From an optimization exercise on the open Yosys and OpenROAD flow, aimed at small area and a short achievable clock period; shortcuts taken in it are not production practice.
For this run, only the layout was checked, not whether the RTL still works.
Power figures rest on the tool's default switching activity, not on a simulated workload.

**flow/flow/run.sh**
```bash
#!/bin/bash
# Own layout flow: the standard ORFS flow with these changes:
#  - synthesis keeps the modules named in KEEP (flattened again at the end, as the standard flow's script
#    does) so that ABC maps each with a script of its own (ABC_PLAN: module:script pairs);
#  - ports get PORT_BUF buffers;
#  - timing repair aims SETUP_MARGIN ns below the clock period.
# Every tool's output goes to a log file in the work folder (and ORFS's own logs under orfs/logs).
set -euo pipefail
WORK=$(pwd)
FLOWDIR=$WORK/flow
source $FLOWDIR/settings.sh

cp config.mk my_config.mk
cat >> my_config.mk <<EOC
export SETUP_SLACK_MARGIN = ${SETUP_MARGIN}
export TNS_END_PERCENT = 100
export BUFFER_PORTS_ARGS = -buffer_cell ${PORT_BUF}
export SYNTH_KEEP_MODULES = ${KEEP:-}
EOC
[ -n "${EXTRA_MK:-}" ] && printf '%b\n' "$EXTRA_MK" >> my_config.mk

# synthesis script: the standard flow's, with abc run once per module of ABC_PLAN, each with its own script
{
  echo "proc abc {args} {"
  echo "  set i [lsearch -exact \$args -script]"
  echo "  foreach {mod scr} {${ABC_PLAN}} {"
  echo "    set a \$args"
  echo "    lset a [expr {\$i + 1}] $FLOWDIR/\$scr"
  echo "    yosys abc {*}\$a \$mod"
  echo "  }"
  echo "}"
  cat synth_recipe.tcl
} > my_synth.tcl

make -C "$FLOW_HOME" DESIGN_CONFIG=$WORK/my_config.mk WORK_HOME=$WORK/orfs CLKGATE_MAP_FILE= \
  SYNTH_SCRIPT=$WORK/my_synth.tcl finish > $WORK/make_finish.log 2>&1

RES=$WORK/orfs/results/$FLOW_PLATFORM/top/base
: # left out here: write the final layout as DEF
```
**flow/flow/amap.abc**
```
strash; dch -f; amap
```
**flow/flow/exp.abc**
```
strash; dch -f; map -D 900; topo; buffer -N 8; upsize -D 900; dnsize -D 900; stime -p
```
**flow/flow/gate.abc**
```
strash; map -a
```
**flow/flow/settings.sh**
```bash
SETUP_MARGIN=9.5
PORT_BUF=sky130_fd_sc_hd__buf_1
KEEP="roba_expx roba_expy g_inv g_nand2 g_nor2 g_nor3 g_o21ai g_o22ai g_xnor2 g_xor2 "
ABC_PLAN="roba_expx exp.abc roba_expy exp.abc g_* gate.abc top amap.abc"
EXTRA_MK='export ADDER_MAP_FILE =
export CTS_BUF_LIST = sky130_fd_sc_hd__clkbuf_8
export CTS_CLUSTER_SIZE = 32
export CTS_CLUSTER_DIAMETER = 60
export SKIP_GATE_CLONING = 1'
```
**flow/standard.sh**
```bash
#!/bin/bash
# synth_recipe.tcl (not shown) runs the flow's synth.tcl, then flattens the netlist and writes it again
# the make line also repeats each setting of config.mk as NAME=value (left out here)
make -C /OpenROAD-flow-scripts/flow DESIGN_CONFIG=/design/flow/config.mk WORK_HOME=/design/flow/orfs CLKGATE_MAP_FILE= SYNTH_SCRIPT=/design/flow/synth_recipe.tcl "${@:-finish}"
```
**flow/config.mk**
```make
export PLATFORM = sky130hd
export DESIGN_NAME = top
export DESIGN_NICKNAME = top
export VERILOG_FILES = /design/flow/design.v
export SDC_FILE = /design/flow/constraint.sdc
export NUM_CORES = 8
export LEC_CHECK = 0
export CAP_MARGIN = 20
export CORE_MARGIN = 2
export CORE_UTILIZATION = 40
export SLEW_MARGIN = 20
```
**flow/constraint.sdc**
```tcl
create_clock -name core_clock -period 14.0 [get_ports {clk}]
set_input_delay 2.8000 -clock core_clock [delete_from_list [all_inputs] [get_ports {clk}]]
set_output_delay 2.8000 -clock core_clock [all_outputs]
set_load 0.01 [all_outputs]
```
**flow/design.v**
```verilog
`timescale 1ns / 1ps
module top (
    input             clk,
    input      [15:0] x,
    input      [15:0] y,
    output reg [31:0] Q_p
);
  wire [15:0] ax, ay;
  wire        s;
  roba_in u_in (.x(x), .y(y), .ax(ax), .ay(ay), .s(s));
  reg  [15:0] ax_r, ay_r;
  reg         s_r;
  always @(posedge clk) begin
    ax_r <= ax;
    ay_r <= ay;
    s_r  <= s;
  end
  wire [30:0] p;
  roba_mid u_mid (.ax(ax_r), .ay(ay_r), .s(s_r), .p(p));
  always @(posedge clk)
    Q_p <= {s_r, p};
endmodule
module roba_mid (
    input  [15:0] ax,
    input  [15:0] ay,
    input         s,
    output [30:0] p
);
  wire        nzx = |ax;
  wire        nzy = |ay;
  wire [3:0]  ex, ey;
  wire [13:0] dx;
  roba_expx rx (.a(ax), .nz(nzy), .e(ex), .d(dx));
  roba_expy ry (.a(ay), .e(ey));
  wire [30:0] A, B;
  roba_sha sha (.d(ay & {16{nzx}}), .e(ex), .o(A));    
  roba_shb shb (.d(dx), .e(ey), .o(B));                 
  roba_add add (.a(A), .b(B), .inv(s), .s(p));
endmodule
module roba_expx (
    input  [15:0] a,
    input         nz,
    output [3:0]  e,
    output [13:0] d
);
  wire [15:0] m;
  wire [15:0] ar, orr;    
  genvar j;
  generate
    for (j = 0; j < 16; j = j + 1) begin : g_r
      assign ar[j] = a[15-j];
      assign m[15-j] = (j == 0) ? 1'b0 : orr[j-1];
    end
  endgenerate
  roba_por #(.N(16)) por (.i(ar), .o(orr));
  wire [16:1] ge;
  assign ge[1]  = m[0];
  assign ge[2]  = m[1];
  generate
    for (j = 3; j < 16; j = j + 1) begin : g_ge
      assign ge[j] = m[j-1] | (a[j-1] & a[j-2]);
    end
  endgenerate
  assign ge[16] = 1'b0;
  assign e[3] = ge[8];
  assign e[2] = ge[4] & ~ge[8] | ge[12];
  assign e[1] = ge[2] & ~ge[4] | ge[6] & ~ge[8] | ge[10] & ~ge[12] | ge[14];
  assign e[0] = ge[1] & ~ge[2] | ge[3] & ~ge[4] | ge[5] & ~ge[6] | ge[7] & ~ge[8]
              | ge[9] & ~ge[10] | ge[11] & ~ge[12] | ge[13] & ~ge[14] | ge[15];
  wire [15:3] upt;
  generate
    for (j = 3; j < 16; j = j + 1) begin : g_up
      assign upt[j] = a[j-1] & a[j-2] & ~m[j-1];
    end
  endgenerate
  wire up = |upt;
  generate
    for (j = 0; j < 14; j = j + 1) begin : g_d
      assign d[j] = nz & (m[j] ? a[j] : up);
    end
  endgenerate
endmodule
module roba_expy (
    input  [15:0] a,
    output [3:0]  e
);
  wire [15:0] m;
  wire [15:0] ar, orr;    
  genvar j;
  generate
    for (j = 0; j < 16; j = j + 1) begin : g_r
      assign ar[j] = a[15-j];
      assign m[15-j] = (j == 0) ? 1'b0 : orr[j-1];
    end
  endgenerate
  roba_por #(.N(16)) por (.i(ar), .o(orr));
  wire [16:1] ge;
  assign ge[1]  = m[0];
  assign ge[2]  = m[1];
  generate
    for (j = 3; j < 16; j = j + 1) begin : g_ge
      assign ge[j] = m[j-1] | (a[j-1] & a[j-2]);
    end
  endgenerate
  assign ge[16] = 1'b0;
  assign e[3] = ge[8];
  assign e[2] = ge[4] & ~ge[8] | ge[12];
  assign e[1] = ge[2] & ~ge[4] | ge[6] & ~ge[8] | ge[10] & ~ge[12] | ge[14];
  assign e[0] = ge[1] & ~ge[2] | ge[3] & ~ge[4] | ge[5] & ~ge[6] | ge[7] & ~ge[8]
              | ge[9] & ~ge[10] | ge[11] & ~ge[12] | ge[13] & ~ge[14] | ge[15];
endmodule
module roba_por #(parameter N = 16, parameter L = 4) (
    input  [N-1:0] i,
    output [N-1:0] o
);
  wire [N-1:0] t [0:L];
  assign t[0] = i;
  genvar l, k;
  generate
    for (l = 0; l < L; l = l + 1) begin : lv
      for (k = 0; k < N; k = k + 1) begin : bt
        if ((k >> l) & 1) begin : op
          assign t[l+1][k] = t[l][k] | t[l][((k >> l) << l) - 1];
        end else begin : pass
          assign t[l+1][k] = t[l][k];
        end
      end
    end
  endgenerate
  assign o = t[L];
endmodule
module roba_in (
    input  [15:0] x,
    input  [15:0] y,
    output [15:0] ax,
    output [15:0] ay,
    output        s
);
  wire o_1, o_2, o_3, o_4, o_5, o_6, o_7, o_8, i_9, o_10, o_11, i_12, o_13, o_14, i_15, o_16, o_17, i_18, o_19, o_20, o_21, i_22, o_23, o_24, o_25, o_26, i_27, o_28, o_29, o_30, i_31, o_32, o_33, o_34, o_35, o_36, o_37, o_38, o_39, t_40, a_41, i_42, t_43, a_44, t_45, a_46, t_47, a_48, t_49, a_50, t_51, a_52, t_53, a_54, t_55, a_56, t_57, a_58, t_59, a_60, t_61, a_62, t_63, a_64, t_65, a_66, t_67, a_68, t_69, a_70, o_71, o_72, o_73, o_74, o_75, o_76, o_77, o_78, i_79, o_80, o_81, i_82, o_83, o_84, i_85, o_86, o_87, i_88, o_89, o_90, o_91, i_92, o_93, o_94, o_95, o_96, i_97, o_98, o_99, o_100, i_101, o_102, o_103, o_104, o_105, o_106, o_107, o_108, o_109, t_110, a_111, i_112, t_113, a_114, t_115, a_116, t_117, a_118, t_119, a_120, t_121, a_122, t_123, a_124, t_125, a_126, t_127, a_128, t_129, a_130, t_131, a_132, t_133, a_134, t_135, a_136, t_137, a_138, t_139, a_140, sx_141, i_142, i_143;
  g_nor2 u1 (x[1], x[0], o_1);
  g_nor2 u2 (x[3], x[2], o_2);
  g_nor2 u3 (x[5], x[4], o_3);
  g_nor2 u4 (x[7], x[6], o_4);
  g_nor2 u5 (x[9], x[8], o_5);
  g_nor2 u6 (x[11], x[10], o_6);
  g_nor2 u7 (x[13], x[12], o_7);
  g_nor2 u8 (x[15], x[14], o_8);
  g_inv u9 (o_1, i_9);
  g_nor2 u10 (x[2], i_9, o_10);
  g_nand2 u11 (o_2, o_1, o_11);
  g_inv u12 (o_3, i_12);
  g_nor2 u13 (x[6], i_12, o_13);
  g_nand2 u14 (o_4, o_3, o_14);
  g_inv u15 (o_5, i_15);
  g_nor2 u16 (x[10], i_15, o_16);
  g_nand2 u17 (o_6, o_5, o_17);
  g_inv u18 (o_7, i_18);
  g_nor2 u19 (x[14], i_18, o_19);
  g_nand2 u20 (o_8, o_7, o_20);
  g_nor2 u21 (x[4], o_11, o_21);
  g_inv u22 (o_11, i_22);
  g_nand2 u23 (o_3, i_22, o_23);
  g_nand2 u24 (o_13, i_22, o_24);
  g_nor2 u25 (o_14, o_11, o_25);
  g_nor2 u26 (x[12], o_17, o_26);
  g_inv u27 (o_17, i_27);
  g_nand2 u28 (o_7, i_27, o_28);
  g_nand2 u29 (o_19, i_27, o_29);
  g_nor2 u30 (o_20, o_17, o_30);
  g_inv u31 (o_25, i_31);
  g_nor2 u32 (x[8], i_31, o_32);
  g_nand2 u33 (o_5, o_25, o_33);
  g_nand2 u34 (o_16, o_25, o_34);
  g_nor2 u35 (o_17, i_31, o_35);
  g_nand2 u36 (o_26, o_25, o_36);
  g_nor2 u37 (o_28, i_31, o_37);
  g_nor2 u38 (o_29, i_31, o_38);
  g_nand2 u39 (o_30, o_25, o_39);
  g_nand2 u40 (x[15], x[0], t_40);
  g_xnor2 u41 (x[1], t_40, a_41);
  g_inv u42 (x[15], i_42);
  g_nor2 u43 (i_42, o_1, t_43);
  g_xor2 u44 (x[2], t_43, a_44);
  g_nor2 u45 (i_42, o_10, t_45);
  g_xor2 u46 (x[3], t_45, a_46);
  g_nand2 u47 (x[15], o_11, t_47);
  g_xnor2 u48 (x[4], t_47, a_48);
  g_nor2 u49 (i_42, o_21, t_49);
  g_xor2 u50 (x[5], t_49, a_50);
  g_nand2 u51 (x[15], o_23, t_51);
  g_xnor2 u52 (x[6], t_51, a_52);
  g_nand2 u53 (x[15], o_24, t_53);
  g_xnor2 u54 (x[7], t_53, a_54);
  g_nor2 u55 (i_42, o_25, t_55);
  g_xor2 u56 (x[8], t_55, a_56);
  g_nor2 u57 (i_42, o_32, t_57);
  g_xor2 u58 (x[9], t_57, a_58);
  g_nand2 u59 (x[15], o_33, t_59);
  g_xnor2 u60 (x[10], t_59, a_60);
  g_nand2 u61 (x[15], o_34, t_61);
  g_xnor2 u62 (x[11], t_61, a_62);
  g_nor2 u63 (i_42, o_35, t_63);
  g_xor2 u64 (x[12], t_63, a_64);
  g_nand2 u65 (x[15], o_36, t_65);
  g_xnor2 u66 (x[13], t_65, a_66);
  g_nor2 u67 (i_42, o_37, t_67);
  g_xor2 u68 (x[14], t_67, a_68);
  g_nor2 u69 (i_42, o_38, t_69);
  g_xor2 u70 (x[15], t_69, a_70);
  g_nor2 u71 (y[1], y[0], o_71);
  g_nor2 u72 (y[3], y[2], o_72);
  g_nor2 u73 (y[5], y[4], o_73);
  g_nor2 u74 (y[7], y[6], o_74);
  g_nor2 u75 (y[9], y[8], o_75);
  g_nor2 u76 (y[11], y[10], o_76);
  g_nor2 u77 (y[13], y[12], o_77);
  g_nor2 u78 (y[15], y[14], o_78);
  g_inv u79 (o_71, i_79);
  g_nor2 u80 (y[2], i_79, o_80);
  g_nand2 u81 (o_72, o_71, o_81);
  g_inv u82 (o_73, i_82);
  g_nor2 u83 (y[6], i_82, o_83);
  g_nand2 u84 (o_74, o_73, o_84);
  g_inv u85 (o_75, i_85);
  g_nor2 u86 (y[10], i_85, o_86);
  g_nand2 u87 (o_76, o_75, o_87);
  g_inv u88 (o_77, i_88);
  g_nor2 u89 (y[14], i_88, o_89);
  g_nand2 u90 (o_78, o_77, o_90);
  g_nor2 u91 (y[4], o_81, o_91);
  g_inv u92 (o_81, i_92);
  g_nand2 u93 (o_73, i_92, o_93);
  g_nand2 u94 (o_83, i_92, o_94);
  g_nor2 u95 (o_84, o_81, o_95);
  g_nor2 u96 (y[12], o_87, o_96);
  g_inv u97 (o_87, i_97);
  g_nand2 u98 (o_77, i_97, o_98);
  g_nand2 u99 (o_89, i_97, o_99);
  g_nor2 u100 (o_90, o_87, o_100);
  g_inv u101 (o_95, i_101);
  g_nor2 u102 (y[8], i_101, o_102);
  g_nand2 u103 (o_75, o_95, o_103);
  g_nand2 u104 (o_86, o_95, o_104);
  g_nor2 u105 (o_87, i_101, o_105);
  g_nand2 u106 (o_96, o_95, o_106);
  g_nor2 u107 (o_98, i_101, o_107);
  g_nor2 u108 (o_99, i_101, o_108);
  g_nand2 u109 (o_100, o_95, o_109);
  g_nand2 u110 (y[15], y[0], t_110);
  g_xnor2 u111 (y[1], t_110, a_111);
  g_inv u112 (y[15], i_112);
  g_nor2 u113 (i_112, o_71, t_113);
  g_xor2 u114 (y[2], t_113, a_114);
  g_nor2 u115 (i_112, o_80, t_115);
  g_xor2 u116 (y[3], t_115, a_116);
  g_nand2 u117 (y[15], o_81, t_117);
  g_xnor2 u118 (y[4], t_117, a_118);
  g_nor2 u119 (i_112, o_91, t_119);
  g_xor2 u120 (y[5], t_119, a_120);
  g_nand2 u121 (y[15], o_93, t_121);
  g_xnor2 u122 (y[6], t_121, a_122);
  g_nand2 u123 (y[15], o_94, t_123);
  g_xnor2 u124 (y[7], t_123, a_124);
  g_nor2 u125 (i_112, o_95, t_125);
  g_xor2 u126 (y[8], t_125, a_126);
  g_nor2 u127 (i_112, o_102, t_127);
  g_xor2 u128 (y[9], t_127, a_128);
  g_nand2 u129 (y[15], o_103, t_129);
  g_xnor2 u130 (y[10], t_129, a_130);
  g_nand2 u131 (y[15], o_104, t_131);
  g_xnor2 u132 (y[11], t_131, a_132);
  g_nor2 u133 (i_112, o_105, t_133);
  g_xor2 u134 (y[12], t_133, a_134);
  g_nand2 u135 (y[15], o_106, t_135);
  g_xnor2 u136 (y[13], t_135, a_136);
  g_nor2 u137 (i_112, o_107, t_137);
  g_xor2 u138 (y[14], t_137, a_138);
  g_nor2 u139 (i_112, o_108, t_139);
  g_xor2 u140 (y[15], t_139, a_140);
  g_xnor2 u141 (x[15], y[15], sx_141);
  g_inv u142 (o_39, i_142);
  g_inv u143 (o_109, i_143);
  assign ax[0] = x[0];
  assign ax[1] = a_41;
  assign ax[2] = a_44;
  assign ax[3] = a_46;
  assign ax[4] = a_48;
  assign ax[5] = a_50;
  assign ax[6] = a_52;
  assign ax[7] = a_54;
  assign ax[8] = a_56;
  assign ax[9] = a_58;
  assign ax[10] = a_60;
  assign ax[11] = a_62;
  assign ax[12] = a_64;
  assign ax[13] = a_66;
  assign ax[14] = a_68;
  assign ax[15] = a_70;
  assign ay[0] = y[0];
  assign ay[1] = a_111;
  assign ay[2] = a_114;
  assign ay[3] = a_116;
  assign ay[4] = a_118;
  assign ay[5] = a_120;
  assign ay[6] = a_122;
  assign ay[7] = a_124;
  assign ay[8] = a_126;
  assign ay[9] = a_128;
  assign ay[10] = a_130;
  assign ay[11] = a_132;
  assign ay[12] = a_134;
  assign ay[13] = a_136;
  assign ay[14] = a_138;
  assign ay[15] = a_140;
  g_nor3 gs (sx_141, i_142, i_143, s);
endmodule
module roba_sha (
    input  [15:0] d,
    input  [3:0]  e,
    output [30:0] o
);
  wire en_1, en_2, en_3, en_4, sh_5, sh_6, sh_7, sh_8, sh_9, sh_10, sh_11, sh_12, sh_13, sh_14, sh_15, sh_16, sh_17, sh_18, sh_19, sh_20, sh_21, sh_22, sh_23, sh_24, sh_25, sh_26, sh_27, sh_28, sh_29, sh_30, sh_31, sh_32, sh_33, sh_34, sh_35, sh_36, sh_37, sh_38, sh_39, sh_40, sh_41, sh_42, sh_43, sh_44, sh_45, sh_46, sh_47, sh_48, sh_49, sh_50, sh_51, sh_52, sh_53, sh_54, sh_55, sh_56, sh_57, sh_58, sh_59, sh_60, sh_61, sh_62, sh_63, sh_64, sh_65, sh_66, sh_67, sh_68, sh_69, sh_70, sh_71, sh_72, sh_73, sh_74, sh_75, sh_76, sh_77, sh_78, sh_79, sh_80, sh_81, sh_82, sh_83, sh_84, sh_85, sh_86, sh_87, sh_88, sh_89, sh_90, sh_91, sh_92, sh_93, sh_94, sh_95, sh_96, sh_97, sh_98, sh_99, sh_100, sh_101, sh_102, sh_103, sh_104, sh_105, sh_106, sh_107, sh_108, sh_109, sh_110, sh_111, sh_112, sh_113, sh_114, sh_115, sh_116, sh_117;
  g_inv u1 (e[3], en_1);
  g_inv u2 (e[2], en_2);
  g_inv u3 (e[1], en_3);
  g_inv u4 (e[0], en_4);
  g_nand2 u5 (en_1, d[0], sh_5);
  g_nand2 u6 (en_1, d[1], sh_6);
  g_nand2 u7 (en_1, d[2], sh_7);
  g_nand2 u8 (en_1, d[3], sh_8);
  g_nand2 u9 (en_1, d[4], sh_9);
  g_nand2 u10 (en_1, d[5], sh_10);
  g_nand2 u11 (en_1, d[6], sh_11);
  g_nand2 u12 (en_1, d[7], sh_12);
  g_o22ai u13 (d[0], en_1, d[8], e[3], sh_13);
  g_o22ai u14 (d[1], en_1, d[9], e[3], sh_14);
  g_o22ai u15 (d[2], en_1, d[10], e[3], sh_15);
  g_o22ai u16 (d[3], en_1, d[11], e[3], sh_16);
  g_o22ai u17 (d[4], en_1, d[12], e[3], sh_17);
  g_o22ai u18 (d[5], en_1, d[13], e[3], sh_18);
  g_o22ai u19 (d[6], en_1, d[14], e[3], sh_19);
  g_o22ai u20 (d[7], en_1, d[15], e[3], sh_20);
  g_nand2 u21 (e[3], d[8], sh_21);
  g_nand2 u22 (e[3], d[9], sh_22);
  g_nand2 u23 (e[3], d[10], sh_23);
  g_nand2 u24 (e[3], d[11], sh_24);
  g_nand2 u25 (e[3], d[12], sh_25);
  g_nand2 u26 (e[3], d[13], sh_26);
  g_nand2 u27 (e[3], d[14], sh_27);
  g_nand2 u28 (e[3], d[15], sh_28);
  g_nor2 u29 (e[2], sh_5, sh_29);
  g_nor2 u30 (e[2], sh_6, sh_30);
  g_nor2 u31 (e[2], sh_7, sh_31);
  g_nor2 u32 (e[2], sh_8, sh_32);
  g_o22ai u33 (sh_5, en_2, sh_9, e[2], sh_33);
  g_o22ai u34 (sh_6, en_2, sh_10, e[2], sh_34);
  g_o22ai u35 (sh_7, en_2, sh_11, e[2], sh_35);
  g_o22ai u36 (sh_8, en_2, sh_12, e[2], sh_36);
  g_o22ai u37 (sh_9, en_2, sh_13, e[2], sh_37);
  g_o22ai u38 (sh_10, en_2, sh_14, e[2], sh_38);
  g_o22ai u39 (sh_11, en_2, sh_15, e[2], sh_39);
  g_o22ai u40 (sh_12, en_2, sh_16, e[2], sh_40);
  g_o22ai u41 (sh_13, en_2, sh_17, e[2], sh_41);
  g_o22ai u42 (sh_14, en_2, sh_18, e[2], sh_42);
  g_o22ai u43 (sh_15, en_2, sh_19, e[2], sh_43);
  g_o22ai u44 (sh_16, en_2, sh_20, e[2], sh_44);
  g_o22ai u45 (sh_17, en_2, sh_21, e[2], sh_45);
  g_o22ai u46 (sh_18, en_2, sh_22, e[2], sh_46);
  g_o22ai u47 (sh_19, en_2, sh_23, e[2], sh_47);
  g_o22ai u48 (sh_20, en_2, sh_24, e[2], sh_48);
  g_o22ai u49 (sh_21, en_2, sh_25, e[2], sh_49);
  g_o22ai u50 (sh_22, en_2, sh_26, e[2], sh_50);
  g_o22ai u51 (sh_23, en_2, sh_27, e[2], sh_51);
  g_o22ai u52 (sh_24, en_2, sh_28, e[2], sh_52);
  g_nor2 u53 (en_2, sh_25, sh_53);
  g_nor2 u54 (en_2, sh_26, sh_54);
  g_nor2 u55 (en_2, sh_27, sh_55);
  g_nor2 u56 (en_2, sh_28, sh_56);
  g_nand2 u57 (en_3, sh_29, sh_57);
  g_nand2 u58 (en_3, sh_30, sh_58);
  g_o22ai u59 (sh_29, en_3, sh_31, e[1], sh_59);
  g_o22ai u60 (sh_30, en_3, sh_32, e[1], sh_60);
  g_o22ai u61 (sh_31, en_3, sh_33, e[1], sh_61);
  g_o22ai u62 (sh_32, en_3, sh_34, e[1], sh_62);
  g_o22ai u63 (sh_33, en_3, sh_35, e[1], sh_63);
  g_o22ai u64 (sh_34, en_3, sh_36, e[1], sh_64);
  g_o22ai u65 (sh_35, en_3, sh_37, e[1], sh_65);
  g_o22ai u66 (sh_36, en_3, sh_38, e[1], sh_66);
  g_o22ai u67 (sh_37, en_3, sh_39, e[1], sh_67);
  g_o22ai u68 (sh_38, en_3, sh_40, e[1], sh_68);
  g_o22ai u69 (sh_39, en_3, sh_41, e[1], sh_69);
  g_o22ai u70 (sh_40, en_3, sh_42, e[1], sh_70);
  g_o22ai u71 (sh_41, en_3, sh_43, e[1], sh_71);
  g_o22ai u72 (sh_42, en_3, sh_44, e[1], sh_72);
  g_o22ai u73 (sh_43, en_3, sh_45, e[1], sh_73);
  g_o22ai u74 (sh_44, en_3, sh_46, e[1], sh_74);
  g_o22ai u75 (sh_45, en_3, sh_47, e[1], sh_75);
  g_o22ai u76 (sh_46, en_3, sh_48, e[1], sh_76);
  g_o22ai u77 (sh_47, en_3, sh_49, e[1], sh_77);
  g_o22ai u78 (sh_48, en_3, sh_50, e[1], sh_78);
  g_o22ai u79 (sh_49, en_3, sh_51, e[1], sh_79);
  g_o22ai u80 (sh_50, en_3, sh_52, e[1], sh_80);
  g_o22ai u81 (sh_51, en_3, sh_53, e[1], sh_81);
  g_o22ai u82 (sh_52, en_3, sh_54, e[1], sh_82);
  g_o22ai u83 (sh_53, en_3, sh_55, e[1], sh_83);
  g_o22ai u84 (sh_54, en_3, sh_56, e[1], sh_84);
  g_nand2 u85 (e[1], sh_55, sh_85);
  g_nand2 u86 (e[1], sh_56, sh_86);
  g_nor2 u87 (e[0], sh_57, sh_87);
  g_o22ai u88 (sh_57, en_4, sh_58, e[0], sh_88);
  g_o22ai u89 (sh_58, en_4, sh_59, e[0], sh_89);
  g_o22ai u90 (sh_59, en_4, sh_60, e[0], sh_90);
  g_o22ai u91 (sh_60, en_4, sh_61, e[0], sh_91);
  g_o22ai u92 (sh_61, en_4, sh_62, e[0], sh_92);
  g_o22ai u93 (sh_62, en_4, sh_63, e[0], sh_93);
  g_o22ai u94 (sh_63, en_4, sh_64, e[0], sh_94);
  g_o22ai u95 (sh_64, en_4, sh_65, e[0], sh_95);
  g_o22ai u96 (sh_65, en_4, sh_66, e[0], sh_96);
  g_o22ai u97 (sh_66, en_4, sh_67, e[0], sh_97);
  g_o22ai u98 (sh_67, en_4, sh_68, e[0], sh_98);
  g_o22ai u99 (sh_68, en_4, sh_69, e[0], sh_99);
  g_o22ai u100 (sh_69, en_4, sh_70, e[0], sh_100);
  g_o22ai u101 (sh_70, en_4, sh_71, e[0], sh_101);
  g_o22ai u102 (sh_71, en_4, sh_72, e[0], sh_102);
  g_o22ai u103 (sh_72, en_4, sh_73, e[0], sh_103);
  g_o22ai u104 (sh_73, en_4, sh_74, e[0], sh_104);
  g_o22ai u105 (sh_74, en_4, sh_75, e[0], sh_105);
  g_o22ai u106 (sh_75, en_4, sh_76, e[0], sh_106);
  g_o22ai u107 (sh_76, en_4, sh_77, e[0], sh_107);
  g_o22ai u108 (sh_77, en_4, sh_78, e[0], sh_108);
  g_o22ai u109 (sh_78, en_4, sh_79, e[0], sh_109);
  g_o22ai u110 (sh_79, en_4, sh_80, e[0], sh_110);
  g_o22ai u111 (sh_80, en_4, sh_81, e[0], sh_111);
  g_o22ai u112 (sh_81, en_4, sh_82, e[0], sh_112);
  g_o22ai u113 (sh_82, en_4, sh_83, e[0], sh_113);
  g_o22ai u114 (sh_83, en_4, sh_84, e[0], sh_114);
  g_o22ai u115 (sh_84, en_4, sh_85, e[0], sh_115);
  g_o22ai u116 (sh_85, en_4, sh_86, e[0], sh_116);
  g_nor2 u117 (en_4, sh_86, sh_117);
  assign o[0] = sh_87;
  assign o[1] = sh_88;
  assign o[2] = sh_89;
  assign o[3] = sh_90;
  assign o[4] = sh_91;
  assign o[5] = sh_92;
  assign o[6] = sh_93;
  assign o[7] = sh_94;
  assign o[8] = sh_95;
  assign o[9] = sh_96;
  assign o[10] = sh_97;
  assign o[11] = sh_98;
  assign o[12] = sh_99;
  assign o[13] = sh_100;
  assign o[14] = sh_101;
  assign o[15] = sh_102;
  assign o[16] = sh_103;
  assign o[17] = sh_104;
  assign o[18] = sh_105;
  assign o[19] = sh_106;
  assign o[20] = sh_107;
  assign o[21] = sh_108;
  assign o[22] = sh_109;
  assign o[23] = sh_110;
  assign o[24] = sh_111;
  assign o[25] = sh_112;
  assign o[26] = sh_113;
  assign o[27] = sh_114;
  assign o[28] = sh_115;
  assign o[29] = sh_116;
  assign o[30] = sh_117;
endmodule
module roba_shb (
    input  [13:0] d,
    input  [3:0]  e,
    output [30:0] o
);
  wire en_1, en_2, en_3, en_4, sn_5, sh_6, sh_7, sh_8, sh_9, sh_10, sh_11, sh_12, sh_13, sh_14, sh_15, sh_16, sh_17, sh_18, sh_19, sh_20, sh_21, sh_22, sh_23, sh_24, sh_25, sh_26, sh_27, sh_28, sh_29, sh_30, sh_31, sh_32, sh_33, sh_34, sh_35, sh_36, sh_37, sh_38, sh_39, sh_40, sh_41, sh_42, sh_43, sh_44, sh_45, sh_46, sh_47, sh_48, sh_49, sh_50, sh_51, sh_52, sh_53, sh_54, sh_55, sh_56, sh_57, sh_58, sh_59, sh_60, sh_61, sh_62, sh_63, sh_64, sh_65, sh_66, sh_67, sh_68, sh_69, sh_70, sh_71, sh_72, sh_73, sh_74, sh_75, sh_76, sh_77, sh_78, sh_79, sh_80, sh_81, sh_82, sh_83;
  g_inv u1 (e[0], en_1);
  g_inv u2 (e[1], en_2);
  g_inv u3 (e[2], en_3);
  g_inv u4 (e[3], en_4);
  g_inv u5 (d[13], sn_5);
  g_nand2 u6 (en_1, d[0], sh_6);
  g_o22ai u7 (d[0], en_1, d[1], e[0], sh_7);
  g_o22ai u8 (d[1], en_1, d[2], e[0], sh_8);
  g_o22ai u9 (d[2], en_1, d[3], e[0], sh_9);
  g_o22ai u10 (d[3], en_1, d[4], e[0], sh_10);
  g_o22ai u11 (d[4], en_1, d[5], e[0], sh_11);
  g_o22ai u12 (d[5], en_1, d[6], e[0], sh_12);
  g_o22ai u13 (d[6], en_1, d[7], e[0], sh_13);
  g_o22ai u14 (d[7], en_1, d[8], e[0], sh_14);
  g_o22ai u15 (d[8], en_1, d[9], e[0], sh_15);
  g_o22ai u16 (d[9], en_1, d[10], e[0], sh_16);
  g_o22ai u17 (d[10], en_1, d[11], e[0], sh_17);
  g_o22ai u18 (d[11], en_1, d[12], e[0], sh_18);
  g_o22ai u19 (d[12], en_1, d[13], e[0], sh_19);
  g_nor2 u20 (e[1], sh_6, sh_20);
  g_nor2 u21 (e[1], sh_7, sh_21);
  g_o22ai u22 (sh_6, en_2, sh_8, e[1], sh_22);
  g_o22ai u23 (sh_7, en_2, sh_9, e[1], sh_23);
  g_o22ai u24 (sh_8, en_2, sh_10, e[1], sh_24);
  g_o22ai u25 (sh_9, en_2, sh_11, e[1], sh_25);
  g_o22ai u26 (sh_10, en_2, sh_12, e[1], sh_26);
  g_o22ai u27 (sh_11, en_2, sh_13, e[1], sh_27);
  g_o22ai u28 (sh_12, en_2, sh_14, e[1], sh_28);
  g_o22ai u29 (sh_13, en_2, sh_15, e[1], sh_29);
  g_o22ai u30 (sh_14, en_2, sh_16, e[1], sh_30);
  g_o22ai u31 (sh_15, en_2, sh_17, e[1], sh_31);
  g_o22ai u32 (sh_16, en_2, sh_18, e[1], sh_32);
  g_o22ai u33 (sh_17, en_2, sh_19, e[1], sh_33);
  g_o22ai u34 (sh_18, en_2, sn_5, e[1], sh_34);
  g_o22ai u35 (sh_19, en_2, sn_5, e[1], sh_35);
  g_nand2 u36 (en_3, sh_20, sh_36);
  g_nand2 u37 (en_3, sh_21, sh_37);
  g_nand2 u38 (en_3, sh_22, sh_38);
  g_nand2 u39 (en_3, sh_23, sh_39);
  g_o22ai u40 (sh_20, en_3, sh_24, e[2], sh_40);
  g_o22ai u41 (sh_21, en_3, sh_25, e[2], sh_41);
  g_o22ai u42 (sh_22, en_3, sh_26, e[2], sh_42);
  g_o22ai u43 (sh_23, en_3, sh_27, e[2], sh_43);
  g_o22ai u44 (sh_24, en_3, sh_28, e[2], sh_44);
  g_o22ai u45 (sh_25, en_3, sh_29, e[2], sh_45);
  g_o22ai u46 (sh_26, en_3, sh_30, e[2], sh_46);
  g_o22ai u47 (sh_27, en_3, sh_31, e[2], sh_47);
  g_o22ai u48 (sh_28, en_3, sh_32, e[2], sh_48);
  g_o22ai u49 (sh_29, en_3, sh_33, e[2], sh_49);
  g_o22ai u50 (sh_30, en_3, sh_34, e[2], sh_50);
  g_o22ai u51 (sh_31, en_3, sh_35, e[2], sh_51);
  g_o22ai u52 (sh_32, en_3, d[13], e[2], sh_52);
  g_o22ai u53 (sh_33, en_3, d[13], e[2], sh_53);
  g_o22ai u54 (sh_34, en_3, d[13], e[2], sh_54);
  g_o22ai u55 (sh_35, en_3, d[13], e[2], sh_55);
  g_nor2 u56 (e[3], sh_36, sh_56);
  g_nor2 u57 (e[3], sh_37, sh_57);
  g_nor2 u58 (e[3], sh_38, sh_58);
  g_nor2 u59 (e[3], sh_39, sh_59);
  g_nor2 u60 (e[3], sh_40, sh_60);
  g_nor2 u61 (e[3], sh_41, sh_61);
  g_nor2 u62 (e[3], sh_42, sh_62);
  g_nor2 u63 (e[3], sh_43, sh_63);
  g_o22ai u64 (sh_36, en_4, sh_44, e[3], sh_64);
  g_o22ai u65 (sh_37, en_4, sh_45, e[3], sh_65);
  g_o22ai u66 (sh_38, en_4, sh_46, e[3], sh_66);
  g_o22ai u67 (sh_39, en_4, sh_47, e[3], sh_67);
  g_o22ai u68 (sh_40, en_4, sh_48, e[3], sh_68);
  g_o22ai u69 (sh_41, en_4, sh_49, e[3], sh_69);
  g_o22ai u70 (sh_42, en_4, sh_50, e[3], sh_70);
  g_o22ai u71 (sh_43, en_4, sh_51, e[3], sh_71);
  g_o22ai u72 (sh_44, en_4, sh_52, e[3], sh_72);
  g_o22ai u73 (sh_45, en_4, sh_53, e[3], sh_73);
  g_o22ai u74 (sh_46, en_4, sh_54, e[3], sh_74);
  g_o22ai u75 (sh_47, en_4, sh_55, e[3], sh_75);
  g_o22ai u76 (sh_48, en_4, sn_5, e[3], sh_76);
  g_o22ai u77 (sh_49, en_4, sn_5, e[3], sh_77);
  g_o22ai u78 (sh_50, en_4, sn_5, e[3], sh_78);
  g_o22ai u79 (sh_51, en_4, sn_5, e[3], sh_79);
  g_o22ai u80 (sh_52, en_4, sn_5, e[3], sh_80);
  g_o22ai u81 (sh_53, en_4, sn_5, e[3], sh_81);
  g_o22ai u82 (sh_54, en_4, sn_5, e[3], sh_82);
  g_o22ai u83 (sh_55, en_4, sn_5, e[3], sh_83);
  assign o[0] = sh_56;
  assign o[1] = sh_57;
  assign o[2] = sh_58;
  assign o[3] = sh_59;
  assign o[4] = sh_60;
  assign o[5] = sh_61;
  assign o[6] = sh_62;
  assign o[7] = sh_63;
  assign o[8] = sh_64;
  assign o[9] = sh_65;
  assign o[10] = sh_66;
  assign o[11] = sh_67;
  assign o[12] = sh_68;
  assign o[13] = sh_69;
  assign o[14] = sh_70;
  assign o[15] = sh_71;
  assign o[16] = sh_72;
  assign o[17] = sh_73;
  assign o[18] = sh_74;
  assign o[19] = sh_75;
  assign o[20] = sh_76;
  assign o[21] = sh_77;
  assign o[22] = sh_78;
  assign o[23] = sh_79;
  assign o[24] = sh_80;
  assign o[25] = sh_81;
  assign o[26] = sh_82;
  assign o[27] = sh_83;
  assign o[28] = d[13];
  assign o[29] = d[13];
  assign o[30] = d[13];
endmodule
module roba_add (
    input  [30:0] a,
    input  [30:0] b,
    input         inv,
    output [30:0] s
);
  wire g_1, h_2, p_3, g_4, h_5, p_6, g_7, h_8, p_9, g_10, h_11, p_12, g_13, h_14, p_15, g_16, h_17, p_18, g_19, h_20, p_21, g_22, h_23, p_24, g_25, h_26, p_27, g_28, h_29, p_30, g_31, h_32, p_33, g_34, h_35, p_36, g_37, h_38, p_39, g_40, h_41, p_42, g_43, h_44, p_45, g_46, h_47, p_48, g_49, h_50, p_51, g_52, h_53, p_54, g_55, h_56, p_57, g_58, h_59, p_60, g_61, h_62, p_63, g_64, h_65, p_66, g_67, h_68, p_69, g_70, h_71, p_72, g_73, h_74, p_75, g_76, h_77, p_78, g_79, h_80, p_81, g_82, h_83, p_84, g_85, h_86, p_87, g_88, h_89, p_90, g_91, h_92, p_93, G_94, G_95, G_96, G_97, G_98, G_99, G_100, G_101, G_102, G_103, G_104, G_105, G_106, G_107, G_108, G_109, G_110, G_111, G_112, G_113, G_114, G_115, G_116, G_117, G_118, G_119, G_120, G_121, G_122, G_123, hs_124, hs_125, o_126, hs_127, o_128, hs_129, o_130, hs_131, o_132, hs_133, o_134, hs_135, o_136, hs_137, o_138, hs_139, o_140, hs_141, o_142, hs_143, o_144, hs_145, o_146, hs_147, o_148, hs_149, o_150, hs_151, o_152, hs_153, o_154, hs_155, o_156, hs_157, o_158, hs_159, o_160, hs_161, o_162, hs_163, o_164, hs_165, o_166, hs_167, o_168, hs_169, o_170, hs_171, o_172, hs_173, o_174, hs_175, o_176, hs_177, o_178, hs_179, o_180, hs_181, o_182, hs_183, o_184;
  g_nand2 u1 (a[0], b[0], g_1);
  g_xnor2 u2 (a[0], b[0], h_2);
  g_nor2 u3 (a[0], b[0], p_3);
  g_nand2 u4 (a[1], b[1], g_4);
  g_xnor2 u5 (a[1], b[1], h_5);
  g_nor2 u6 (a[1], b[1], p_6);
  g_nand2 u7 (a[2], b[2], g_7);
  g_xnor2 u8 (a[2], b[2], h_8);
  g_nor2 u9 (a[2], b[2], p_9);
  g_nand2 u10 (a[3], b[3], g_10);
  g_xnor2 u11 (a[3], b[3], h_11);
  g_nor2 u12 (a[3], b[3], p_12);
  g_nand2 u13 (a[4], b[4], g_13);
  g_xnor2 u14 (a[4], b[4], h_14);
  g_nor2 u15 (a[4], b[4], p_15);
  g_nand2 u16 (a[5], b[5], g_16);
  g_xnor2 u17 (a[5], b[5], h_17);
  g_nor2 u18 (a[5], b[5], p_18);
  g_nand2 u19 (a[6], b[6], g_19);
  g_xnor2 u20 (a[6], b[6], h_20);
  g_nor2 u21 (a[6], b[6], p_21);
  g_nand2 u22 (a[7], b[7], g_22);
  g_xnor2 u23 (a[7], b[7], h_23);
  g_nor2 u24 (a[7], b[7], p_24);
  g_nand2 u25 (a[8], b[8], g_25);
  g_xnor2 u26 (a[8], b[8], h_26);
  g_nor2 u27 (a[8], b[8], p_27);
  g_nand2 u28 (a[9], b[9], g_28);
  g_xnor2 u29 (a[9], b[9], h_29);
  g_nor2 u30 (a[9], b[9], p_30);
  g_nand2 u31 (a[10], b[10], g_31);
  g_xnor2 u32 (a[10], b[10], h_32);
  g_nor2 u33 (a[10], b[10], p_33);
  g_nand2 u34 (a[11], b[11], g_34);
  g_xnor2 u35 (a[11], b[11], h_35);
  g_nor2 u36 (a[11], b[11], p_36);
  g_nand2 u37 (a[12], b[12], g_37);
  g_xnor2 u38 (a[12], b[12], h_38);
  g_nor2 u39 (a[12], b[12], p_39);
  g_nand2 u40 (a[13], b[13], g_40);
  g_xnor2 u41 (a[13], b[13], h_41);
  g_nor2 u42 (a[13], b[13], p_42);
  g_nand2 u43 (a[14], b[14], g_43);
  g_xnor2 u44 (a[14], b[14], h_44);
  g_nor2 u45 (a[14], b[14], p_45);
  g_nand2 u46 (a[15], b[15], g_46);
  g_xnor2 u47 (a[15], b[15], h_47);
  g_nor2 u48 (a[15], b[15], p_48);
  g_nand2 u49 (a[16], b[16], g_49);
  g_xnor2 u50 (a[16], b[16], h_50);
  g_nor2 u51 (a[16], b[16], p_51);
  g_nand2 u52 (a[17], b[17], g_52);
  g_xnor2 u53 (a[17], b[17], h_53);
  g_nor2 u54 (a[17], b[17], p_54);
  g_nand2 u55 (a[18], b[18], g_55);
  g_xnor2 u56 (a[18], b[18], h_56);
  g_nor2 u57 (a[18], b[18], p_57);
  g_nand2 u58 (a[19], b[19], g_58);
  g_xnor2 u59 (a[19], b[19], h_59);
  g_nor2 u60 (a[19], b[19], p_60);
  g_nand2 u61 (a[20], b[20], g_61);
  g_xnor2 u62 (a[20], b[20], h_62);
  g_nor2 u63 (a[20], b[20], p_63);
  g_nand2 u64 (a[21], b[21], g_64);
  g_xnor2 u65 (a[21], b[21], h_65);
  g_nor2 u66 (a[21], b[21], p_66);
  g_nand2 u67 (a[22], b[22], g_67);
  g_xnor2 u68 (a[22], b[22], h_68);
  g_nor2 u69 (a[22], b[22], p_69);
  g_nand2 u70 (a[23], b[23], g_70);
  g_xnor2 u71 (a[23], b[23], h_71);
  g_nor2 u72 (a[23], b[23], p_72);
  g_nand2 u73 (a[24], b[24], g_73);
  g_xnor2 u74 (a[24], b[24], h_74);
  g_nor2 u75 (a[24], b[24], p_75);
  g_nand2 u76 (a[25], b[25], g_76);
  g_xnor2 u77 (a[25], b[25], h_77);
  g_nor2 u78 (a[25], b[25], p_78);
  g_nand2 u79 (a[26], b[26], g_79);
  g_xnor2 u80 (a[26], b[26], h_80);
  g_nor2 u81 (a[26], b[26], p_81);
  g_nand2 u82 (a[27], b[27], g_82);
  g_xnor2 u83 (a[27], b[27], h_83);
  g_nor2 u84 (a[27], b[27], p_84);
  g_nand2 u85 (a[28], b[28], g_85);
  g_xnor2 u86 (a[28], b[28], h_86);
  g_nor2 u87 (a[28], b[28], p_87);
  g_nand2 u88 (a[29], b[29], g_88);
  g_xnor2 u89 (a[29], b[29], h_89);
  g_nor2 u90 (a[29], b[29], p_90);
  g_nand2 u91 (a[30], b[30], g_91);
  g_xnor2 u92 (a[30], b[30], h_92);
  g_nor2 u93 (a[30], b[30], p_93);
  g_o21ai u94 (p_6, g_1, g_4, G_94);
  g_o21ai u95 (p_9, g_4, g_7, G_95);
  g_o21ai u96 (p_12, g_7, g_10, G_96);
  g_o21ai u97 (p_15, g_10, g_13, G_97);
  g_o21ai u98 (p_18, g_13, g_16, G_98);
  g_o21ai u99 (p_21, g_16, g_19, G_99);
  g_o21ai u100 (p_24, g_19, g_22, G_100);
  g_o21ai u101 (p_27, g_22, g_25, G_101);
  g_o21ai u102 (p_30, g_25, g_28, G_102);
  g_o21ai u103 (p_33, g_28, g_31, G_103);
  g_o21ai u104 (p_36, g_31, g_34, G_104);
  g_o21ai u105 (p_39, g_34, g_37, G_105);
  g_o21ai u106 (p_42, g_37, g_40, G_106);
  g_o21ai u107 (p_45, g_40, g_43, G_107);
  g_o21ai u108 (p_48, g_43, g_46, G_108);
  g_o21ai u109 (p_51, g_46, g_49, G_109);
  g_o21ai u110 (p_54, g_49, g_52, G_110);
  g_o21ai u111 (p_57, g_52, g_55, G_111);
  g_o21ai u112 (p_60, g_55, g_58, G_112);
  g_o21ai u113 (p_63, g_58, g_61, G_113);
  g_o21ai u114 (p_66, g_61, g_64, G_114);
  g_o21ai u115 (p_69, g_64, g_67, G_115);
  g_o21ai u116 (p_72, g_67, g_70, G_116);
  g_o21ai u117 (p_75, g_70, g_73, G_117);
  g_o21ai u118 (p_78, g_73, g_76, G_118);
  g_o21ai u119 (p_81, g_76, g_79, G_119);
  g_o21ai u120 (p_84, g_79, g_82, G_120);
  g_o21ai u121 (p_87, g_82, g_85, G_121);
  g_o21ai u122 (p_90, g_85, g_88, G_122);
  g_o21ai u123 (p_93, g_88, g_91, G_123);
  g_xnor2 u124 (h_2, inv, hs_124);
  g_xnor2 u125 (h_5, inv, hs_125);
  g_xnor2 u126 (hs_125, g_1, o_126);
  g_xnor2 u127 (h_8, inv, hs_127);
  g_xor2 u128 (hs_127, G_94, o_128);
  g_xnor2 u129 (h_11, inv, hs_129);
  g_xor2 u130 (hs_129, G_95, o_130);
  g_xnor2 u131 (h_14, inv, hs_131);
  g_xor2 u132 (hs_131, G_96, o_132);
  g_xnor2 u133 (h_17, inv, hs_133);
  g_xor2 u134 (hs_133, G_97, o_134);
  g_xnor2 u135 (h_20, inv, hs_135);
  g_xor2 u136 (hs_135, G_98, o_136);
  g_xnor2 u137 (h_23, inv, hs_137);
  g_xor2 u138 (hs_137, G_99, o_138);
  g_xnor2 u139 (h_26, inv, hs_139);
  g_xor2 u140 (hs_139, G_100, o_140);
  g_xnor2 u141 (h_29, inv, hs_141);
  g_xor2 u142 (hs_141, G_101, o_142);
  g_xnor2 u143 (h_32, inv, hs_143);
  g_xor2 u144 (hs_143, G_102, o_144);
  g_xnor2 u145 (h_35, inv, hs_145);
  g_xor2 u146 (hs_145, G_103, o_146);
  g_xnor2 u147 (h_38, inv, hs_147);
  g_xor2 u148 (hs_147, G_104, o_148);
  g_xnor2 u149 (h_41, inv, hs_149);
  g_xor2 u150 (hs_149, G_105, o_150);
  g_xnor2 u151 (h_44, inv, hs_151);
  g_xor2 u152 (hs_151, G_106, o_152);
  g_xnor2 u153 (h_47, inv, hs_153);
  g_xor2 u154 (hs_153, G_107, o_154);
  g_xnor2 u155 (h_50, inv, hs_155);
  g_xor2 u156 (hs_155, G_108, o_156);
  g_xnor2 u157 (h_53, inv, hs_157);
  g_xor2 u158 (hs_157, G_109, o_158);
  g_xnor2 u159 (h_56, inv, hs_159);
  g_xor2 u160 (hs_159, G_110, o_160);
  g_xnor2 u161 (h_59, inv, hs_161);
  g_xor2 u162 (hs_161, G_111, o_162);
  g_xnor2 u163 (h_62, inv, hs_163);
  g_xor2 u164 (hs_163, G_112, o_164);
  g_xnor2 u165 (h_65, inv, hs_165);
  g_xor2 u166 (hs_165, G_113, o_166);
  g_xnor2 u167 (h_68, inv, hs_167);
  g_xor2 u168 (hs_167, G_114, o_168);
  g_xnor2 u169 (h_71, inv, hs_169);
  g_xor2 u170 (hs_169, G_115, o_170);
  g_xnor2 u171 (h_74, inv, hs_171);
  g_xor2 u172 (hs_171, G_116, o_172);
  g_xnor2 u173 (h_77, inv, hs_173);
  g_xor2 u174 (hs_173, G_117, o_174);
  g_xnor2 u175 (h_80, inv, hs_175);
  g_xor2 u176 (hs_175, G_118, o_176);
  g_xnor2 u177 (h_83, inv, hs_177);
  g_xor2 u178 (hs_177, G_119, o_178);
  g_xnor2 u179 (h_86, inv, hs_179);
  g_xor2 u180 (hs_179, G_120, o_180);
  g_xnor2 u181 (h_89, inv, hs_181);
  g_xor2 u182 (hs_181, G_121, o_182);
  g_xnor2 u183 (h_92, inv, hs_183);
  g_xor2 u184 (hs_183, G_122, o_184);
  assign s[0] = hs_124;
  assign s[1] = o_126;
  assign s[2] = o_128;
  assign s[3] = o_130;
  assign s[4] = o_132;
  assign s[5] = o_134;
  assign s[6] = o_136;
  assign s[7] = o_138;
  assign s[8] = o_140;
  assign s[9] = o_142;
  assign s[10] = o_144;
  assign s[11] = o_146;
  assign s[12] = o_148;
  assign s[13] = o_150;
  assign s[14] = o_152;
  assign s[15] = o_154;
  assign s[16] = o_156;
  assign s[17] = o_158;
  assign s[18] = o_160;
  assign s[19] = o_162;
  assign s[20] = o_164;
  assign s[21] = o_166;
  assign s[22] = o_168;
  assign s[23] = o_170;
  assign s[24] = o_172;
  assign s[25] = o_174;
  assign s[26] = o_176;
  assign s[27] = o_178;
  assign s[28] = o_180;
  assign s[29] = o_182;
  assign s[30] = o_184;
endmodule
module g_inv   (input a, output y);                   assign y = ~a;                      endmodule
module g_nand2 (input a, input b, output y);          assign y = ~(a & b);                endmodule
module g_nor2  (input a, input b, output y);          assign y = ~(a | b);                endmodule
module g_xor2  (input a, input b, output y);          assign y = a ^ b;                   endmodule
module g_xnor2 (input a, input b, output y);          assign y = ~(a ^ b);                endmodule
module g_a21oi (input a1, input a2, input b1, output y); assign y = ~((a1 & a2) | b1);    endmodule
module g_o21ai (input a1, input a2, input b1, output y); assign y = ~((a1 | a2) & b1);    endmodule
module g_o22ai (input a1, input a2, input b1, input b2, output y); assign y = ~((a1 | a2) & (b1 | b2)); endmodule
module g_nor3  (input a, input b, input c, output y); assign y = ~(a | b | c);          endmodule
module g_nor4  (input a, input b, input c, input d, output y); assign y = ~(a | b | c | d); endmodule
module g_and4  (input a, input b, input c, input d, output y); assign y = a & b & c & d;  endmodule
module g_nand3 (input a, input b, input c, output y); assign y = ~(a & b & c);          endmodule
module g_nand4 (input a, input b, input c, input d, output y); assign y = ~(a & b & c & d); endmodule
module g_a22o  (input a1, input a2, input b1, input b2, output y); assign y = (a1 & a2) | (b1 & b2); endmodule
module g_a31oi (input a1, input a2, input a3, input b1, output y); assign y = ~((a1 & a2 & a3) | b1); endmodule
module g_a41oi (input a1, input a2, input a3, input a4, input b1, output y); assign y = ~((a1 & a2 & a3 & a4) | b1); endmodule
```
==> flow_summary.yaml <==
critical_path:
  path_cells: "buf_1, nor2_1, nand2_1, nor2_1, clkinv_1, nor2_1, nor2_1, xor2_1"
  required_ns: 14.20
  crit_top_cell: "nor2_1"
  cp_slowest_cell: "nor2_1"
  max_stage_delay_ns: 0.34
  crit_arrival_ns: 4.15
  cp_max_fo: 6
  critPathKind: "primary input to flip-flop"
  startpoint_type: "primary input"
  reg2reg_depth: 15
  cp_num_buf_inv: 2
  cp.depth: 8
  endpoint_kind: "flip-flop"
  cp_top_family: "simple AND/OR/NAND/NOR gates"
place:
  port_buffers: 64
  post-place-cells: 995
  place_ws_ns: 9.69
  placed_cell_area_sq_um: 5740
  place_congestion: 0.936
  hpwl_um: 10900
power_and_ir_drop:
  peakVddDrop_mv: 0.0394
  p_int_w: 0.000479
  swShare: 0.398
  power-per-cell-area_nw_per_um2: 134
  combPwrFrac: 0.460
  power_frac_seq: 0.330
  p_clk_frac: 0.210
  p_sw_w: 0.000316
  p_leak_nw: 2.10
finish:
  multi_input_area_sq_um: 3750
  nets: 867
  area.sequential_sq_um: 1300
  final_cell_count_no_fill: 1011
  fin_area_sq_um: 5950
  area_delta_synth_final_pct: 13.1
  diodes: 0
  drive_above_1_share: 0.0453
  utilization: 0.468
  final.fill_count: 1362
timing:
  setup_tns_ns: 0
  maxSlewViolCount: 0
  finalSetupViolCount: 0
  fin_skew_ns: 0.0183
  hold_viol_final: 0
  fin_crit_ns: 3.94
  min_period_over_period: 0.282
  rsz0062_at_grt: "false"
  setup_slack_ns: 10.06
  tightestPinTransition_ns: 1.01
  fmax_mhz: 254
  relSlewSlack: 0.327
floorplanning:
  die-area_sq_um: 14100
  die_width_um: 119
  start_util: 0.413
  pin_count: 65
  dieHeight_um: 119
  fp-row-count: 41
  core_area_sq_um: 12700
hold_path:
  hold_path_class: "flip-flop to flip-flop"
  whs_path_depth: 0
drt:
  routed_wl_um: 13600
  wl_per_cell_um: 13.5
  drc: 0
  first_pass_iters: 5
  drt_iter0_drc: 431
  num_vias: 5550
  postRouteAntennaNets: 0
  vias_per_cell: 5.49
synth:
  synth-seq-area-share: 0.247
  postSynthCellCount: 757
  synth_area_sq_um: 5260
  synth_warnings: 2
  synthMuxAreaShare: 0
  synth.avg_cell_area_sq_um: 6.95
  async_flop_share: 0
  synth_fa_ha_area_frac: 0
  ys_types: 37
  syn-num-nets: 790
  synth_compound_area_frac: 0.282
  yosys.area_share.simple: 0.225
  synth_seq_cells: 65
  ys.flop_type: "dfxtp_1"
  synth_top_family_by_area: "compound AO/OA/AOI/OAI gates"
  synth_edf_count: 0
  yosys.area_share.xor_xnor: 0.205
clock_network:
  cts_buffers: 9
  clkTransAtPathRegs_ns: 0.09
  ctsHoldBuffers: 0
  clk_path_buf_depth: 2
  cts_setup_buffers: 0
  clkLatencyLatePin_ns: 0.36
  cts_max_level: 3
  cts-root-buf: "clkbuf_8"
  postCtsResizedCells: 0
  cts_sinks: 65
  cts_tree: "built"
global_routing:
  grt_use_met2: 0.326
  grt_pass1_wl_um: 22900
  grt_pass1_vias: 4982
  overflow: 0
  busiest_layer: "met2"
  grtUsageMet1: 0.255
  met3_usage: 0.0203
  antenna_found_initial: 0
  grt_use_total: 0.193
  grt_max_degree: 33
flow_run:
  cap_violations: 0
outcome:
  status: "complete, no violations"
-- placed cells by master (no fill, tap or decap), types with 2 or more instances in the layout --
master     instances
a41oi_1           11
nand3_1            5
clkinv_2           3
o21ai_1            3
clkbuf_8          11
nor3_1             4
clkinv_1          27
o21ai_0           51
a21oi_1           18
a22oi_1            3
nand2_1          110
a211oi_1           2
dfxtp_1           64
inv_2              3
o2111ai_2          2
xnor2_1           78
nor4_1             9
xor2_1            45
o22ai_1          146
buf_4              6
nor2b_1           16
nor2_1           120
nand2_2            2
nor3_4             2
inv_1             19
buf_1             64
-- path summary, 6_finish.rpt --
kind	slack (ns)	endpoint	from
max	10.06	ax_r[15]	x[0]
min	0.79	Q_p[31]	s_r
max reg2reg	10.12	Q_p[15]	ax_r[15]
min reg2reg	0.79	Q_p[31]	s_r
-- per-module statistics from Yosys, one instance, submodules excluded, a selection --
module     copies in the design  flops+latches
g_o22ai                     146              0
g_xor2                       45              0
roba_expx                     1              0
g_xnor2                      78              0
g_nor3                        1              0
roba_expy                     1              0
top                           1             65
g_nor2                      105              0
g_inv                        27              0
g_o21ai                      29              0
-- final cells by class --
type / instances / area share
Multi-Input combinational cell: 638 / 0.630
Sequential cell: 65 / 0.219
Timing Repair Buffer: 70 / 0.0479
Tap cell: 172 / 0.0362
Inverter: 50 / 0.0320
Clock buffer: 11 / 0.0254
Clock inverter: 5 / 0.00904
-- synth_stat cells, types with 2 or more instances --
cell type / n / area (sq um)
o22ai_1: 146 / 913
nor2_1: 120 / 450
nand2_1: 110 / 413
xnor2_1: 78 / 683
dfxtp_1: 65 / 1300
o21ai_0: 53 / 265
xor2_1: 45 / 394
clkinv_1: 27 / 101
inv_1: 19 / 71.3
a21oi_1: 18 / 90.1
nor2b_1: 16 / 100
a41oi_1: 11 / 96.3
nor4_1: 9 / 56.3
nand3_1: 5 / 25.0
nor3_1: 4 / 20.0
a22oi_1: 3 / 22.5
inv_2: 3 / 11.3
a211oi_1: 2 / 15.0
clkbuf_1: 2 / 7.51
nand2_2: 2 / 12.5
nor3_4: 2 / 32.5
o2111ai_1: 2 / 17.5
-- metal layers --
| metal | wire length, um | vias up |
|---|---|---|
| li1 | - | 2867 |
| met1 | 6550 | 2511 |
| met2 | 6230 | 151 |
| met3 | 634 | 21 |
| met4 | 217 | 0 |
| met5 | 0 | - |
-- power groups by stage --
stage               combinational (W)  sequential, W  clock (W)
CTS                          0.000364       0.000263   0.000172
detailed placement           0.000363       0.000267          0
finish                       0.000366       0.000262   0.000167
floorplan                    0.000261       0.000282          0
global placement             0.000359       0.000266          0
global route                 0.000406       0.000269   0.000179
-- through the flow --
| stage | total power [W] | hold slack, ns |
|---|---|---|
| after global routing | 0.000855 | 0.875 |
| after CTS | 0.000799 | 0.830 |
| after detailed placement | 0.000630 | 0.840 |
| after global placement | 0.000625 | 0.833 |
| final | 0.000795 | 0.795 |
| after floorplan | 0.000543 | 0.813 |
-- logic make-up (layout without fill, tap and decap cells) --
kind of cell    Yosys count  count (layout)
compound gates          240             240
simple gates            275             275
flops                    65              65
buf+inv                  54             136
xor+xnor                123             123
-- sequential cells by signal, summed over array words and instances, names as in the netlist --
register,cells
s_r,1
ax_r,16
Q_p,32
ay_r,16

afterwards: timing with drivers on the ports:
Ports are ideal in the flow. The routed layout listed here was re-timed in OpenROAD.
Step 1, drivers: a clkbuf_16 drives clk and a buf_2 each remaining input, both assumed.
Step 2, shift: input delay + t, output delay - t, t = (earliest + latest rising clock arrival at the registers) / 2. This alone moves slack from input paths to output paths.
Three values: no drivers, after step 1, after step 2; two values: the first two.
t, ns: 0.381
setup slack, ns: 10.057 / 10.070 / 9.690
latest minus earliest clock arrival (ns): 0.019 / 0.019
pins driven straight from the clock port: 1
After both steps setup and hold are still met in this run. The setup slack of this run moves by +0.013 ns with the drivers and by -0.367 ns with both steps.
